From an optimization exercise on the open Yosys and OpenROAD flow, aimed at small area; shortcuts taken in it are not production practice. Only simulation tests tie the RTL to the original design; equivalence was not proved. The clock port is modelled as an ideal driver; clocking choices that lean on that would not hold on a real chip.

green:
// RhythmGame_Top
module RhythmGame_Top (
    input  wire        CLOCK_50,
    input  wire [3:0]  KEY,
    input  wire [9:0]  SW,
    output wire [6:0]  HEX0, HEX1, HEX2, HEX3, HEX4, HEX5,
    output wire [9:0]  LEDR,
    output wire [7:0]  o_DM_Row,
    output wire [7:0]  o_DM_Col,
    output wire        o_Piezo
);
==> flow/config.mk <==
export PLATFORM = sky130hd
export DESIGN_NAME = RhythmGame_Top
export DESIGN_NICKNAME = RhythmGame_Top
export VERILOG_FILES = /design/flow/design.v
export SDC_FILE = /design/flow/constraint.sdc
export NUM_CORES = 4
export LEC_CHECK = 0
export CAP_MARGIN = 20
export CORE_MARGIN = 2
export CORE_UTILIZATION = 65
export SLEW_MARGIN = 20
==> flow/constraint.sdc <==
create_clock -name core_clock -period 25.0 [get_ports {CLOCK_50}]
set_input_delay 5.0000 -clock core_clock [delete_from_list [all_inputs] [get_ports {CLOCK_50}]]
set_output_delay 5.0000 -clock core_clock [all_outputs]
set_load 0.01 [all_outputs]
standard.sh (not shown) runs the stock make flow with config.mk's settings and CLKGATE_MAP_FILE= SYNTH_SCRIPT=/design/flow/synth_recipe.tcl, a recipe that flattens the netlist after the stock synthesis.
==> flow/flow/run.sh <==
#!/bin/bash
# Standard synthesis, then the combinational logic is re-mapped for area with
# ABC (flip-flops untouched), then the standard layout steps. Ports are
# buffered with the smallest buffer; CTS takes the arguments in cts_args.txt
# and cts_post.tcl then shrinks clock buffers where the clock slew allows.
set -euo pipefail
HERE=$(pwd)
RES=$HERE/orfs/results/$FLOW_PLATFORM/RhythmGame_Top/base
bash standard.sh $RES/1_2_yosys.v > synth.log 2>&1
cp $RES/1_2_yosys.v $HERE/1_2_yosys_standard.v
export REOPT_LIB=$FLOW_HOME/platforms/$FLOW_PLATFORM/lib/sky130_fd_sc_hd__tt_025C_1v80.lib
export REOPT_IN=$HERE/1_2_yosys_standard.v
export REOPT_DONT_USE="$(make -s -C $FLOW_HOME DESIGN_CONFIG=$FLOW_CONFIG print-DONT_USE_CELLS 2>/dev/null | sed "s/^DONT_USE_CELLS: //")"
# several ABC runs (scripts reopt*.abc, each with several seeds, 4 at a
# time); keep the smallest netlist
JOBS=()
for F in flow/reopt*.abc; do
  for S in 1 2 3 4; do JOBS+=("$F:$S"); done
done
N=0
for J in "${JOBS[@]}"; do
  F=${J%%:*}; S=${J##*:}; N=$((N+1))
  sed "s/@SEED@/$S/" $F > reopt_$N.abc
  REOPT_ABC=$HERE/reopt_$N.abc REOPT_OUT=$HERE/reopt_$N.v \
    yosys -c flow/reopt.tcl > reopt_$N.log 2>&1 &
  if (( N % 4 == 0 )); then wait; fi
done
wait
BEST=""; BESTA=""
for K in $(seq 1 $N); do
  A=$(grep "Chip area for module" reopt_$K.log | tail -1 | awk '{print $NF}')
  echo "run $K ($(head -c 200 reopt_$K.abc)): area $A" >> reopt.log
  if [[ -n "$A" && -s reopt_$K.v ]] && { [[ -z "$BESTA" ]] || python3 -c "import sys; sys.exit(0 if $A < $BESTA else 1)"; }; then
    BEST=$K; BESTA=$A
  fi
done
echo "best run $BEST: area $BESTA" >> reopt.log
cp reopt_$BEST.v $RES/1_2_yosys.v
touch $RES/1_2_yosys.v
bash standard.sh "BUFFER_PORTS_ARGS=-buffer_cell sky130_fd_sc_hd__buf_1" \
  "CTS_ARGS=$(cat flow/cts_args.txt)" "POST_CTS_TCL=$HERE/flow/cts_post.tcl" \
  finish > layout.log 2>&1
Other scripts of this flow, unchanged in this note and not shown: flow/flow/cts_args.txt, flow/flow/cts_post.tcl, flow/flow/reopt.abc, flow/flow/reopt.tcl, flow/flow/reopt_f.abc
Setup changes, green to red
-- flow/design.v --
<<< green, line 147
        if (!i_Rst) begin
            r_State     <= 2'b00;
            r_Miss      <= 4'd0;
            o_Sound_Cmd <= 2'd0;
>>> red, line 147
        if (!i_Rst) begin
            r_State     <= 2'b00;
            r_Score     <= 19'd0;
            r_Combo     <= 8'd0;
            r_Miss      <= 4'd0;
            o_Sound_Cmd <= 2'd0;
<<< green, line 152
            r_HighCombo <= 8'd0;
        end else begin
            r_Miss      <= w_Begin ? 4'd0 : r_Miss + {3'd0, w_Act & w_Lose};
            o_Sound_Cmd <= 2'd0;
>>> red, line 154
            r_HighCombo <= 8'd0;
        end else begin
            r_Score     <= w_Begin ? 19'd0 : w_ScoreAdd;
            r_Combo     <= (w_Begin | (w_Act & w_ComboClr)) ? 8'd0 : w_ComboNext;
            r_Miss      <= w_Begin ? 4'd0 : r_Miss + {3'd0, w_Act & w_Lose};
            o_Sound_Cmd <= 2'd0;
<<< green, line 169
    end
    always @(posedge i_Clk) begin
        r_Score <= w_Begin ? 19'd0 : w_ScoreAdd;
        r_Combo <= (w_Begin | (w_Act & w_ComboClr)) ? 8'd0 : w_ComboNext;
        r_Speed_Cnt <= ((w_Act & w_Tick) | (w_Begin & ~r_State[0])) ? 10'd0
                                                                   : r_Speed_Cnt + {9'd0, w_Act};
>>> red, line 173
    end
    always @(posedge i_Clk) begin
        r_Speed_Cnt <= ((w_Act & w_Tick) | (w_Begin & ~r_State[0])) ? 10'd0
                                                                   : r_Speed_Cnt + {9'd0, w_Act};
<<< green, line 201
    assign o_HP[8] = ~m[3] | (~m[1] & ~m[0]);
    assign o_HP[9] = ~(m[3] & m[1]);
    assign o_Score     = i_View_Mode ? r_HighScore[15:0] : (r_Score[15:0] & {16{o_Map_Valid}});
    assign o_Combo     = i_View_Mode ? r_HighCombo : (r_Combo & {8{o_Map_Valid}});
endmodule
module DotMatrix(
>>> red, line 203
    assign o_HP[8] = ~m[3] | (~m[1] & ~m[0]);
    assign o_HP[9] = ~(m[3] & m[1]);
    assign o_Score     = i_View_Mode ? r_HighScore[15:0] : r_Score[15:0];
    assign o_Combo     = i_View_Mode ? r_HighCombo : r_Combo;
endmodule
module DotMatrix(
### Flow results
- red — non-clock buffer instance count of the final layout 2 lower, green as reference
- Delta (red minus green): area of all placed cells without fillers went up by 1.2%; inverter count went up by about 1.6%.
- Per the comparison of red with green, starting utilization of the core area increased by 0.42 points relative to the old numbers; die area increased by 190 um2 relative to the old numbers.
- When the final numbers for red and green were put side by side, the count of buffer and inverter cells on the critical path turned out to be smaller in green.


Another version of the RTL of RhythmGame_Top (not shown whole).
Size: ~8000 um^2 of cells after synthesis.
export LEC_CHECK = 0
export CAP_MARGIN = 20
export CORE_MARGIN = 2
export CORE_UTILIZATION = 65
export SLEW_MARGIN = 20
create_clock -name core_clock -period 25.0 [get_ports {CLOCK_50}]
==> flow/flow/cts_args.txt <==
-sink_clustering_enable -repair_clock_nets -buf_list sky130_fd_sc_hd__clkbuf_8 -dont_use_dummy_load
==> flow/flow/cts_post.tcl <==
set slew_limit 0.114
set sizes {sky130_fd_sc_hd__clkbuf_2 sky130_fd_sc_hd__clkbuf_4}
proc max_clk_slew {} {
  estimate_parasitics -placement
  set mx 0
  foreach p [get_pins -hierarchical */CLK] {
    set s [get_property $p slew_max]
    if { $s > $mx } { set mx $s }
  }
  return $mx
}
puts "cts_post: max clock pin slew before: [max_clk_slew]"
set bufs {}
foreach i [[ord::get_db_block] getInsts] {
  set m [[$i getMaster] getName]
  if { [string match clkbuf_* [$i getName]] && $m eq "sky130_fd_sc_hd__clkbuf_8" } {
    lappend bufs [$i getName]
  }
}
# leaf buffers first, the root (clkbuf_0_*) last
set bufs [lsort -command {apply {{a b} {
  expr {[string match clkbuf_0_* $a] - [string match clkbuf_0_* $b]}}}} $bufs]
foreach b $bufs {
  set orig [[[[ord::get_db_block] findInst $b] getMaster] getName]
  set done 0
  foreach c $sizes {
    replace_cell $b $c
    set s [max_clk_slew]
    if { $s <= $slew_limit } {
      puts "cts_post: $b $orig -> $c (max slew $s)"
      set done 1
      break
    }
  }
  if { !$done } {
    replace_cell $b $orig
    puts "cts_post: $b stays $orig"
  }
}
puts "cts_post: max clock pin slew after: [max_clk_slew]"
detailed_placement
check_placement -verbose
==> flow/flow/reopt.abc <==
strash; &get -n; &deepsyn -T 40 -S @SEED@; &put; dch; amap
==> flow/flow/reopt.tcl <==
# Re-optimise the combinational logic of the standard synthesis netlist.
# Flip-flops and tie cells stay as they are (same instances, names and types);
# every other cell is read as its liberty function, flattened and re-mapped.
yosys -import
set lib $::env(REOPT_LIB)
set in  $::env(REOPT_IN)
set out $::env(REOPT_OUT)
read_liberty -ignore_miss_func $lib
read_verilog $in
hierarchy -top $::env(FLOW_TOP)
blackbox sky130_fd_sc_hd__df* sky130_fd_sc_hd__edf* sky130_fd_sc_hd__sdf* sky130_fd_sc_hd__conb_1
flatten
hierarchy -top $::env(FLOW_TOP)
opt -purge
set du {}
foreach c $::env(REOPT_DONT_USE) { lappend du -dont_use $c }
abc -liberty $lib {*}$du -script $::env(REOPT_ABC)
opt_clean -purge
hierarchy -top $::env(FLOW_TOP)
stat -liberty $lib
write_verilog -noattr -nohex -nodec $out
==> flow/flow/reopt_f.abc <==
strash; &get -n; &deepsyn -T 40 -S @SEED@; &put; dch -f; amap
Scripts as last shown in full above: flow/flow/run.sh
Change:
--- a/flow/design.v
+++ b/flow/design.v
@@ -137,52 +137,51 @@
     reg [8:0] w_OptHalf;
     always @(*) begin
         case (i_Speed_Opt)
             2'b01:   w_OptHalf = 9'd250;
             2'b10:   w_OptHalf = 9'd125;
             default: w_OptHalf = 9'd500;
         endcase
     end
     wire w_Begin = w_Idle & i_Start_Btn;               
     always @(posedge i_Clk or negedge i_Rst) begin
         if (!i_Rst) begin
             r_State     <= 2'b00;
-            r_Score     <= 19'd0;
-            r_Combo     <= 8'd0;
             r_Miss      <= 4'd0;
-            r_Speed_Cnt <= 10'd0;
             o_Sound_Cmd <= 2'd0;
-            r_HighScore <= 19'd0;
-            r_HighCombo <= 8'd0;
         end else begin
-            r_Score     <= w_Begin ? 19'd0 : w_ScoreAdd;
-            r_Combo     <= (w_Begin | (w_Act & w_ComboClr)) ? 8'd0 : w_ComboNext;
             r_Miss      <= w_Begin ? 4'd0 : r_Miss + {3'd0, w_Act & w_Lose};
-            r_Speed_Cnt <= (w_Act & w_Tick) ? 10'd0 : r_Speed_Cnt + {9'd0, w_Act};
             o_Sound_Cmd <= 2'd0;
             if (w_Act) begin
                 if (w_BotMiss | (w_AnyP & ~w_LastHit)) o_Sound_Cmd <= 2'd3;
                 else if (w_AnyP) o_Sound_Cmd <= w_Perfect ? 2'd1 : 2'd2;
             end
             if (w_Begin) r_State <= 2'b01;
-            if (w_Play & w_Hp0) begin
-                r_State <= 2'b10;
-                if (r_Score > r_HighScore) r_HighScore <= r_Score;
-            end
-            if (w_Play && r_Combo > r_HighCombo) r_HighCombo <= r_Combo;
+            if (w_Play & w_Hp0) r_State <= 2'b10;
             if (w_Over & ~(r_Half[10] | r_Half[8] | r_Half[7] | r_Half[6] | r_Half[4] | r_Half[3] | r_Half[2]))
                 r_State <= 2'b11;
         end
     end
     always @(posedge i_Clk) begin
+        r_Score <= w_Begin ? 19'd0 : w_ScoreAdd;
+        r_Combo <= (w_Begin | (w_Act & w_ComboClr)) ? 8'd0 : w_ComboNext;
+        if (w_Begin & ~r_State[0]) begin
+            r_HighScore <= 19'd0;
+            r_HighCombo <= 8'd0;
+        end else begin
+            if (w_Play & w_Hp0 & (r_Score > r_HighScore)) r_HighScore <= r_Score;
+            if (w_Play & (r_Combo > r_HighCombo)) r_HighCombo <= r_Combo;
+        end
+        r_Speed_Cnt <= ((w_Act & w_Tick) | (w_Begin & ~r_State[0])) ? 10'd0
+                                                                   : r_Speed_Cnt + {9'd0, w_Act};
         if (w_Idle)
             r_NHalf <= ~{2'b00, w_OptHalf};
         else if (w_Play & w_Hp0)
             r_NHalf <= 11'd0;                  
         else
             r_NHalf <= ~(r_Half - {10'd0, w_Over | (w_Act & w_AnyHit & w_HAbove100)});
         if (w_Idle & i_Start_Btn)
             r_NoNote <= 32'hffffffff;
         else if (w_Act) begin
             if (w_Tick)
                 r_NoNote <= {~(i_Rand_Val[7:4] & {4{i_Rand_Val[3]}}), r_NoNote[31:4]};
             else
@@ -193,26 +192,26 @@
     assign o_Map_Valid = r_State[1] | r_State[0];
     wire [3:0] m = r_Miss;
     assign o_HP[0] = ~m[3] & ~m[2] & ~m[1] & ~m[0];
     assign o_HP[1] = ~m[3] & ~m[2] & ~m[1];
     assign o_HP[2] = ~(m[3] | m[2] | (m[1] & m[0]));
     assign o_HP[3] = ~m[3] & ~m[2];
     assign o_HP[4] = (~m[3] & ~m[2]) | (~m[3] & ~m[1] & ~m[0]);
     assign o_HP[5] = ~(m[3] | (m[2] & m[1]));
     assign o_HP[6] = ~(m[3] | (m[2] & m[1] & m[0]));
     assign o_HP[7] = ~m[3];
     assign o_HP[8] = ~m[3] | (~m[1] & ~m[0]);
     assign o_HP[9] = ~(m[3] & m[1]);
-    assign o_Score     = i_View_Mode ? r_HighScore[15:0] : r_Score[15:0];
-    assign o_Combo     = i_View_Mode ? r_HighCombo : r_Combo;
+    assign o_Score     = (i_View_Mode ? r_HighScore[15:0] : r_Score[15:0]) & {16{o_Map_Valid}};
+    assign o_Combo     = (i_View_Mode ? r_HighCombo : r_Combo) & {8{o_Map_Valid}};
 endmodule
 module DotMatrix(
     input  wire        i_Clk,
     input  wire        i_Rst,
     input  wire [31:0] i_Map,
     input  wire        i_Valid,
     output wire [7:0]  o_DM_Col,
     output wire [7:0]  o_DM_Row
 );
     reg [3:0] r_Cnt;
     reg [2:0] r_Row;
     wire w_Wrap = r_Cnt[3] & r_Cnt[1] & r_Cnt[0];    
After rerunning: Flip-flop and latch count is unchanged; die area fell by 2.7%; wire length went down by 1.2%; core utilization went down by 1.3 points; worst setup slack gets worse by 0.45 ns; non-clock buffer count falls by 1; design area is lower by 3.0%.

==> static timing again, ports no longer ideal <==
Ports are ideal in the flow. The routed layouts listed here were re-timed in OpenROAD.
Step 1, drivers: a clkbuf_16 drives CLOCK_50 and a buf_2 each remaining input, both assumed.
Step 2 moves the port delays by t, midway between the first and last clock arrival at a register: inputs arrive t later, outputs are due t later. That takes back most of the time a late clock gives input paths.
Slacks: ideal ports / drivers / drivers and shift; pairs: ideal ports / drivers.
run	t, ns	setup slack, ns	worst setup path after step 2	latest minus earliest clock arrival (ns)
green	0.599	12.484 / 12.458 / 12.458	input to output	0.041 / 0.041
red	0.625	12.288 / 12.266 / 12.266	input to output	0.038 / 0.039
the first run of note 2	0.472	12.355 / 12.331 / 12.331	input to output	0.036 / 0.036
the second run of note 2	0.596	11.904 / 11.876 / 11.876	input to output	0.036 / 0.036
After both steps setup and hold are still met in every run listed. For the second run of note 2, which loses most, drivers alone change the setup slack by -0.028 ns; drivers and shift together by -0.028 ns.
